Context: an optimization exercise on an open-source flow, tuned for small area. The choices shown serve that exercise and are no tape-out recipe.

== middle ==
==> flow/design.v (excerpt) <==
module ad7606_drive#(
    parameter           P_RANGE = 0
)(
    input               i_clk           ,
    input               i_rst           ,
    input               i_user_ctrl     ,
    output [15:0]       o_user_data_1   ,
    output              o_user_valid_1  ,
    output [15:0]       o_user_data_2   ,
    output              o_user_valid_2  ,
    output [15:0]       o_user_data_3   ,
    output              o_user_valid_3  ,
    output [15:0]       o_user_data_4   ,
    output              o_user_valid_4  ,
    output [15:0]       o_user_data_5   ,
    output              o_user_valid_5  ,
    output [15:0]       o_user_data_6   ,
    output              o_user_valid_6  ,
    output [15:0]       o_user_data_7   ,
    output              o_user_valid_7  ,
    output [15:0]       o_user_data_8   ,
    output              o_user_valid_8  ,
    output              o_ad_psb_sel    ,
    output              o_ad_stby       ,
    output              o_ad_convstA    ,
    output              o_ad_convstB    ,
    output              o_ad_reset      ,
    output              o_ad_cs         ,
    output              o_ad_rd         ,
    output [2:0]        o_ad_osc        ,
    output              o_ad_range      ,
    input               i_ad_busy       ,
    input  [15:0]       i_ad_data
);
reg  [6:0]  r_st;
wire [6:0]  w_nst;
reg  [15:0] r_data;
wire        w_convst_n, w_cs_n, w_rd_n;
wire [8:1]  w_valid;
reg ri_ad_busy;
always @(posedge i_clk) ri_ad_busy <= i_ad_busy;
always @(posedge i_clk or posedge i_rst)
begin
    if (i_rst)
        r_st <= 7'd34;
    else
        r_st <= w_nst;
end
always @(posedge i_clk)
    r_data <= i_ad_data;
assign o_ad_reset = ~((~r_st[2]) | (r_st[0] & r_st[1]) | (r_st[3]) | (r_st[4]) | (r_st[6]));
assign w_convst_n = (~r_st[0] & ~r_st[1] & ~r_st[2] & ~r_st[4] & ~r_st[6]);
assign w_cs_n = (~r_st[2] & ~r_st[3] & ~r_st[4] & ~r_st[5]) | (r_st[2] & r_st[4] & ~r_st[6]) | (r_st[3] & r_st[4] & ~r_st[6]);
assign w_rd_n = (~r_st[0] & ~r_st[2] & ~r_st[3] & ~r_st[4] & ~r_st[5]) | (~r_st[0] & r_st[2] & r_st[4] & ~r_st[6]) | (~r_st[0] & r_st[3] & r_st[4] & ~r_st[6]);
assign w_valid[1] = (~r_st[0] & r_st[1] & r_st[2] & ~r_st[3] & r_st[4] & ~r_st[6]);
assign w_valid[2] = (~r_st[0] & ~r_st[1] & ~r_st[2] & r_st[3] & r_st[4] & ~r_st[6]);
  ...
For scale: ~24 flip-flops, ~170 I/O pins, roughly 1700 µm² of cells after synthesis.
==> flow/config.mk <==
export PLATFORM = sky130hd
export DESIGN_NAME = ad7606_drive
export DESIGN_NICKNAME = ad7606_drive
export VERILOG_FILES = /design/flow/design.v
export SDC_FILE = /design/flow/constraint.sdc
export NUM_CORES = 4
export LEC_CHECK = 0
export ABC_AREA = 1
export CAP_MARGIN = 20
export CORE_MARGIN = 2
export CORE_UTILIZATION = 60
export CTS_BUF_LIST = sky130_fd_sc_hd__clkbuf_8
export SLEW_MARGIN = 20
==> flow/constraint.sdc <==
create_clock -name core_clock -period 20.0 [get_ports {i_clk}]
set_input_delay 4.0000 -clock core_clock [delete_from_list [all_inputs] [get_ports {i_clk}]]
set_output_delay 4.0000 -clock core_clock [all_outputs]
set_load 0.01 [all_outputs]
standard.sh (not shown) runs the stock make flow with config.mk's settings and CLKGATE_MAP_FILE= SYNTH_SCRIPT=/design/flow/synth_recipe.tcl, a recipe that flattens the netlist after the stock synthesis.
==> flow/flow/run.sh <==
#!/bin/bash
# The standard ORFS layout (standard.sh), with three changes that only
# affect cell sizes: ports get the smallest buffer (buf_1), every logic cell
# starts at its smallest size before repair_design, and power recovery
# downsizes cells with slack after global routing.
set -euo pipefail
HERE=$(pwd)
export BUFFER_PORTS_ARGS="-buffer_cell sky130_fd_sc_hd__buf_1"
export PRE_RESIZE_TCL="$HERE/flow/downsize.tcl"
export RECOVER_POWER=100
export SKIP_REPAIR_TIE_FANOUT=1
bash standard.sh > "$HERE/standard_flow.log" 2>&1
==> flow/flow/downsize.tcl <==
# Set every logic cell to the smallest cell of its own family (same function and
# pins, lower drive); repair_design, which runs next, sizes up whatever then needs it.
set db [ord::get_db]
set smallest [dict create]
foreach lib [$db getLibs] {
  foreach m [$lib getMasters] {
    set n [$m getName]
    if { ![regexp {^sky130_fd_sc_hd__(.+)_(\d+)$} $n -> fam drv] } { continue }
    if { [regexp {^(df|sdf|edf|dl|tap|fill|decap|conb|diode|probe|lpflow|clk)} $fam] } { continue }
    set lc [get_lib_cells -quiet */$n]
    if { $lc == "" || [get_property $lc dont_use] } { continue }
    set a [expr { [$m getWidth] * [$m getHeight] }]
    if { ![dict exists $smallest $fam] || $a < [lindex [dict get $smallest $fam] 1] } {
      dict set smallest $fam [list $n $a]
    }
  }
}
set count 0
foreach inst [[ord::get_db_block] getInsts] {
  set n [[$inst getMaster] getName]
  if { ![regexp {^sky130_fd_sc_hd__(.+)_(\d+)$} $n -> fam drv] } { continue }
  if { ![dict exists $smallest $fam] } { continue }
  set target [lindex [dict get $smallest $fam] 0]
  if { $target == $n } { continue }
  if { [$inst isFixed] || [$inst getPlacementStatus] == "FIRM" } { continue }
  replace_cell [get_cells [$inst getName]] [get_lib_cells */$target]
  incr count
}
puts "downsize: resized $count instances"
## Diff of input files: west against middle
# middle
export LEC_CHECK = 0
export ABC_AREA = 1
export CAP_MARGIN = 20
export CORE_MARGIN = 2
export CORE_UTILIZATION = 60
export CTS_BUF_LIST = sky130_fd_sc_hd__clkbuf_8
export SLEW_MARGIN = 20
create_clock -name core_clock -period 20.0 [get_ports {i_clk}]
# west
export LEC_CHECK = 0
export ABC_AREA = 1
export CAP_MARGIN = 20
export CORE_MARGIN = 2
export CORE_UTILIZATION = 60
export CTS_BUF_LIST = sky130_fd_sc_hd__clkbuf_4
export CTS_CLUSTER_SIZE = 8
export SLEW_MARGIN = 20
create_clock -name core_clock -period 20.0 [get_ports {i_clk}]
==> comparison <==
Compared to middle, west reaches a lower achievable clock. west ended with less routed wire length than middle. Global-route usage across west and middle: no real change. The sequential share of layout area of west is higher than that of middle. Looking at met1 layer usage reported by global route, west sits 0.29 points below middle. | clock slew at the register clock pins of the worst setup and hold paths | west vs middle | 0.04 ns higher |.
No run of this note included a check of the RTL's function; only the layout flow was run.

[afterwards: timing with drivers on the ports]
The results above use ideal ports. As a check the final layouts listed here were re-extracted and re-timed, cells and wires unchanged. Step 1, drivers: a clkbuf_16 drives i_clk and a buf_2 each remaining input, both assumed. Step 2 moves the port delays by t, midway between the first and last clock arrival at a register: inputs arrive t later, outputs are due t later. That takes back most of the time a late clock gives input paths. Three values: no drivers, after step 1, after step 2; two values: the first two.
run	t (ns)	slack for setup (ns)	worst register clock-pin slew, ns	worst data-port slew with drivers (ns)
middle	0.284	13.781 / 13.760 / 14.044	0.08 / 0.08	0.05
west	0.321	13.716 / 13.697 / 14.018	0.12 / 0.12	0.05
After both steps setup and hold are still met in every run listed.
